Context: an optimization exercise on an open-source flow, tuned for small area. The choices shown serve that exercise and are no tape-out recipe.
The RTL was checked by simulation tests, not by an equivalence proof against the original design.

== v32 ==
## mv_mul_4x4_fp32
module mv_mul_4x4_fp32 (
    input  logic        clk,
    input  logic        rst,
    input  logic        m_valid,
    input  logic [31:0] m00_i, m01_i, m02_i, m03_i,
    input  logic [31:0] m10_i, m11_i, m12_i, m13_i,
    input  logic [31:0] m20_i, m21_i, m22_i, m23_i,
    input  logic [31:0] m30_i, m31_i, m32_i, m33_i,
    input  logic        in_valid,
    input  logic [31:0] vx, vy, vz, vw,
    output logic        out_valid,
    output logic [31:0] ox, oy, oz, ow
);
    logic [511:0] m_reg, m_in, m_sel;
    logic         m_zero;
    assign m_in = {m33_i, m32_i, m31_i, m30_i, m23_i, m22_i, m21_i, m20_i,
                   m13_i, m12_i, m11_i, m10_i, m03_i, m02_i, m01_i, m00_i};
    assign m_sel = ({512{m_valid}} & m_in) | ({512{~m_valid}} & m_reg);
    always_ff @(posedge clk) begin
        m_reg <= m_sel;
        if (rst)          m_zero <= 1'b1;
        else if (m_valid) m_zero <= 1'b0;
    end
    wire zm = m_zero & ~m_valid;
    wire [127:0] v = {vw, vz, vy, vx};
    logic [511:0] p;
    for (genvar c = 0; c < 4; c++) begin : g_col
        wire [31:0] b = v[32*c +: 32];
        wire        bh = |b[30:23];
        wire [23:0] bm = {bh, b[22:0]};
        wire [7:0]  ebp = {b[30:24], b[23] | ~bh} + 8'd129;
        wire        bz  = b[30:0] == 31'd0;
        logic [25:0] tb;
        wire  [24:0] tb_a = {1'b0, bm};
        wire  [24:0] tb_b = {bm, 1'b0};
        logic [24:0] tb_s;
        logic [24:0] tb_g, tb_p;
        ha tb_h0 (.a(tb_a[0]), .b(tb_b[0]), .s(tb_p[0]), .co(tb_g[0]));
        ha tb_h1 (.a(tb_a[1]), .b(tb_b[1]), .s(tb_p[1]), .co(tb_g[1]));
        ha tb_h2 (.a(tb_a[2]), .b(tb_b[2]), .s(tb_p[2]), .co(tb_g[2]));
        ha tb_h3 (.a(tb_a[3]), .b(tb_b[3]), .s(tb_p[3]), .co(tb_g[3]));
        ha tb_h4 (.a(tb_a[4]), .b(tb_b[4]), .s(tb_p[4]), .co(tb_g[4]));
        ha tb_h5 (.a(tb_a[5]), .b(tb_b[5]), .s(tb_p[5]), .co(tb_g[5]));
  ...
Size in the first run: ~770 I/O pins.
export LEC_CHECK = 0
export CAP_MARGIN = 30
export CELL_PAD_IN_SITES_DETAIL_PLACEMENT = 2
export CELL_PAD_IN_SITES_GLOBAL_PLACEMENT = 2
export CORE_MARGIN = 2
export CORE_UTILIZATION = 33
export PLACE_DENSITY = 0.4
export SLEW_MARGIN = 30
export SYNTH_HIERARCHICAL = 1
create_clock -name core_clock -period 16.0 [get_ports {clk}]
standard.sh (not shown) runs the stock make flow with config.mk's settings and CLKGATE_MAP_FILE= SYNTH_SCRIPT=/design/flow/synth_recipe.tcl, a recipe that flattens the netlist after the stock synthesis.
==> flow/flow/run.sh <==
#!/bin/bash
# The standard layout (the standard.sh: ORFS from synthesis to the routed layout, with the
# standard synthesis), with two changes:
# - the buffer that global placement puts on every input and output port is the smallest
#   buffer cell, sky130_fd_sc_hd__buf_1, instead of the delay buffer the flow picks by default
#   (later repair steps may still resize these buffers);
# - the floorplan step removes the buffers synthesis inserted (REMOVE_ABC_BUFFERS) instead of
#   resizing gates against the placement-free timing estimate; timing is repaired after
#   placement, after clock tree synthesis and after global routing as usual.
# ORFS writes each step's full log under orfs/logs/; make's own output goes to make.log.
set -euo pipefail
export BUFFER_PORTS_ARGS="-buffer_cell sky130_fd_sc_hd__buf_1"
export REMOVE_ABC_BUFFERS=1
bash standard.sh finish > make.log 2>&1
No stage failed in v32, and the final checks on the layout all came back clean.
#### Input delta (v17 over v32)
==> flow/flow/run.sh <==
#!/bin/bash
# The standard layout (the standard.sh: ORFS from synthesis to the routed layout, with the
# standard synthesis), with one change: the buffer that global placement puts on every input
# and output port is the smallest buffer cell, sky130_fd_sc_hd__buf_1, instead of the delay
# buffer the flow picks by default. Later repair steps may still resize these buffers.
# ORFS writes each step's full log under orfs/logs/; make's own output goes to make.log.
set -euo pipefail
export BUFFER_PORTS_ARGS="-buffer_cell sky130_fd_sc_hd__buf_1"
bash standard.sh finish > make.log 2>&1
- v17 vs v32, largest stage delay on the critical path went up by 0.02 ns.
- Going from v32 to v17, the met2 global-route usage was found to have gone down by 0.92 points.
- Relative to v32, the antenna diode count of v17 is lower by 60.

mv_mul_4x4_fp32, a different RTL version from the one above (not shown whole).
Size in the first run: ~770 I/O pins, ~270000 um2 of cells after synthesis.
Settings: LEC_CHECK=0, CAP_MARGIN=30, CELL_PAD_IN_SITES_DETAIL_PLACEMENT=2, CELL_PAD_IN_SITES_GLOBAL_PLACEMENT=2, CORE_MARGIN=2, CORE_UTILIZATION=33, PLACE_DENSITY=0.4, SLEW_MARGIN=30, SYNTH_HIERARCHICAL=1; clock period 16.0 ns.
run.sh (not shown) runs the stock make flow with config.mk's settings and CLKGATE_MAP_FILE= SYNTH_SCRIPT=/design/flow/synth_recipe.tcl, a recipe that flattens the netlist after the stock synthesis.
Stock flow here: none of the scripts above is used.
Rerun with:
==> flow/flow/run.sh (new file) <==
#!/bin/bash
# The standard layout (the standard.sh: ORFS from synthesis to the routed layout, with the
# standard synthesis), with one change: the buffer that global placement puts on every input
# and output port is the smallest buffer cell, sky130_fd_sc_hd__buf_1, instead of the delay
# buffer the flow picks by default. Later repair steps may still resize these buffers.
# ORFS writes each step's full log under orfs/logs/; make's own output goes to make.log.
set -euo pipefail
export BUFFER_PORTS_ARGS="-buffer_cell sky130_fd_sc_hd__buf_1"
bash standard.sh finish > make.log 2>&1
==> flow/standard.sh (new file) <==
#!/bin/bash
# synth_recipe.tcl (not shown) runs the flow's synth.tcl, then flattens the netlist and writes it again
# the make line also repeats each setting of config.mk as NAME=value (left out here)
make -C /OpenROAD-flow-scripts/flow DESIGN_CONFIG=/design/flow/config.mk WORK_HOME=/design/flow/orfs CLKGATE_MAP_FILE= SYNTH_SCRIPT=/design/flow/synth_recipe.tcl "${@:-finish}"
- CAP_MARGIN: 30 -> 20
- SLEW_MARGIN: 30 -> 20
removed: flow/run.sh
Result: The new run reached the layout checks and failed them: capacitance limit, slew limit. Via count is about the same. Cell area drops by 1.5%. Register-to-register slack got worse by 0.37 ns. Wire length climbs by 0.54%. Utilization drops by 0.58 points. First-iteration DRC count drops by 3.3%. Die area stays the same. Worst hold slack got worse by 0.0036 ns. Area after synthesis stays the same. Cell count hardly moves.

## run A
mv_mul_4x4_fp32 again, from the RTL that the note above started with.
==> flow/config.mk <==
export PLATFORM = sky130hd
export DESIGN_NAME = mv_mul_4x4_fp32
export DESIGN_NICKNAME = mv_mul_4x4_fp32
export VERILOG_FILES = /design/flow/design.v
export SDC_FILE = /design/flow/constraint.sdc
export NUM_CORES = 8
export LEC_CHECK = 0
export CAP_MARGIN = 30
export CELL_PAD_IN_SITES_DETAIL_PLACEMENT = 2
export CELL_PAD_IN_SITES_GLOBAL_PLACEMENT = 2
export CORE_MARGIN = 2
export CORE_UTILIZATION = 33
export PLACE_DENSITY = 0.4
export SLEW_MARGIN = 30
export SYNTH_HIERARCHICAL = 1
==> flow/constraint.sdc <==
create_clock -name core_clock -period 16.0 [get_ports {clk}]
set_input_delay 3.2000 -clock core_clock [delete_from_list [all_inputs] [get_ports {clk}]]
set_output_delay 3.2000 -clock core_clock [all_outputs]
set_load 0.01 [all_outputs]
standard.sh (not shown) runs the stock make flow with config.mk's settings and CLKGATE_MAP_FILE= SYNTH_SCRIPT=/design/flow/synth_recipe.tcl, a recipe that flattens the netlist after the stock synthesis.
==> flow/flow/run.sh <==
#!/bin/bash
# The standard layout (the standard.sh: ORFS from synthesis to the routed layout, with the
# standard synthesis), with two changes:
# - the buffer that global placement puts on every input and output port is the smallest
#   buffer cell, sky130_fd_sc_hd__buf_1, instead of the delay buffer the flow picks by default
#   (later repair steps may still resize these buffers);
# - the floorplan step removes the buffers synthesis inserted (REMOVE_ABC_BUFFERS) instead of
#   resizing gates against the placement-free timing estimate; timing is repaired after
#   placement, after clock tree synthesis and after global routing as usual.
# ORFS writes each step's full log under orfs/logs/; make's own output goes to make.log.
set -euo pipefail
export BUFFER_PORTS_ARGS="-buffer_cell sky130_fd_sc_hd__buf_1"
export REMOVE_ABC_BUFFERS=1
bash standard.sh finish > make.log 2>&1
--- input diff run A..run B ---
Settings: a change of CAP_MARGIN from 30 to 20; a change of SLEW_MARGIN from 30 to 20.
==> flow/run.sh (new file) <==
#!/bin/bash
# synth_recipe.tcl (not shown) runs the flow's synth.tcl, then flattens the netlist and writes it again
# the make line also repeats each setting of config.mk as NAME=value (left out here)
make -C /OpenROAD-flow-scripts/flow DESIGN_CONFIG=/design/flow/config.mk WORK_HOME=/design/flow/orfs CLKGATE_MAP_FILE= SYNTH_SCRIPT=/design/flow/synth_recipe.tcl finish
removed: flow/flow/run.sh
removed: flow/standard.sh
## What came out
- Between run B and run A, the difference in met3 usage in global routing is negligible.
- Run B and run A ended up with nearly the same flip-flop and latch share of the layout cell area.
- In run B the area overhead of the layout relative to synthesis turned out 1.8 points higher than in run A.
- Taking run A as the reference, in run B post-synthesis average cell area level.
- Tightest slew margin relative to the limit down 30 points in run B wrt run A
- On run B: count of plain and timing-repair buffers is about 1.1% higher than what run A gave.
- Aggregate global-route resource usage of run A is on par with run B.
- Higher non-clock buffer contribution to total cell area was reported by run B, not run A.
- Routability congestion estimate: run B higher than run A
- The layout from run B, despite a flow that completed every stage, fails the layout checks, with the failing checks listed as capacitance limit.
- Cell type of the slowest stage on the worst timing path: clkdlybuf4s50_1 -> run B, xnor2_1 -> run A
> inputs changed (run B -> run C)
Settings: changing SLEW_MARGIN from 20 to 30; changing CAP_MARGIN from 20 to 30.
==> flow/flow/run.sh (new file) <==
#!/bin/bash
# The standard layout (the standard.sh: ORFS from synthesis to the routed layout, with the
# standard synthesis), with one change: the buffer that global placement puts on every input
# and output port is the smallest buffer cell, sky130_fd_sc_hd__buf_1, instead of the delay
# buffer the flow picks by default. Later repair steps may still resize these buffers.
# ORFS writes each step's full log under orfs/logs/; make's own output goes to make.log.
set -euo pipefail
export BUFFER_PORTS_ARGS="-buffer_cell sky130_fd_sc_hd__buf_1"
bash standard.sh finish > make.log 2>&1
==> flow/standard.sh (new file) <==
#!/bin/bash
# synth_recipe.tcl (not shown) runs the flow's synth.tcl, then flattens the netlist and writes it again
# the make line also repeats each setting of config.mk as NAME=value (left out here)
make -C /OpenROAD-flow-scripts/flow DESIGN_CONFIG=/design/flow/config.mk WORK_HOME=/design/flow/orfs CLKGATE_MAP_FILE= SYNTH_SCRIPT=/design/flow/synth_recipe.tcl "${@:-finish}"
removed: flow/run.sh
### Flow results
Run C closes out successfully: all stages finished, all timing, DRC and antenna checks passed.
Of the two values seen for worst setup path endpoint, s2_a[62] was produced by run C and oy[30] by run B.
Compared run B against run C; via count within noise.
As of run C, clock-buffer cell count had fallen by a few percent compared to run B.
Run C vs run B — total buffers and inverters traversed by the critical path dropped 2.
Hold slack of run B is on par with run C.
Against run B, run C comes in 13 points higher on worst relative slew slack.
Going from run B to run C, number of maximum-capacitance violations went down by 2, non-clock buffer contribution to total cell area lost 1.3 points, core utilization has decreased, multi-input combinational area share saw an increase, fill cell total of the finished layout held steady.
Run B -> run C: share of cell area taken by flip-flops and latches flat

==> port drivers added, routing unchanged <==
No port has a modelled driver above. Below, the same layouts with a new extraction and two added sets of constraints.
Step 1: set_driving_cell puts a clkbuf_16 on clk and a buf_2 on each other input, an assumption about the parent block.
Step 2 also shifts input and output timing later by t, the mid clock arrival at the registers, as if the neighbouring blocks saw the same clock.
a / b / c = ideal / step 1 / step 2; a / b = the first two.
run | t (ns) | setup WS [ns] | hold slack, ns | clock arrival spread, ns
v32 | 1.155 | 0.770 / 0.616 / 0.877 | 0.450 / 0.450 / 0.450 | 0.156 / 0.155
v17 | 1.127 | 0.850 / 0.707 / 0.675 | 0.453 / 0.453 / 0.453 | 0.095 / 0.095
the first run of note 2 | 1.177 | 0.773 / 0.607 / 0.917 | 0.456 / 0.456 / 0.456 | 0.152 / 0.152
the second run of note 2 | 1.183 | 0.805 / 0.640 / 0.895 | 0.452 / 0.452 / 0.452 | 0.148 / 0.149
run A | 1.169 | 0.915 / 0.747 / 1.208 | 0.440 / 0.440 / 0.440 | 0.080 / 0.080
run B | 1.161 | 0.861 / 0.693 / 1.028 | 0.454 / 0.454 / 0.454 | 0.148 / 0.148
run C | 1.188 | 0.820 / 0.756 / 0.820 | 0.456 / 0.456 / 0.456 | 0.143 / 0.143
The setup slack of v17, which loses most, moves by -0.143 ns with the drivers and by -0.175 ns with both steps.
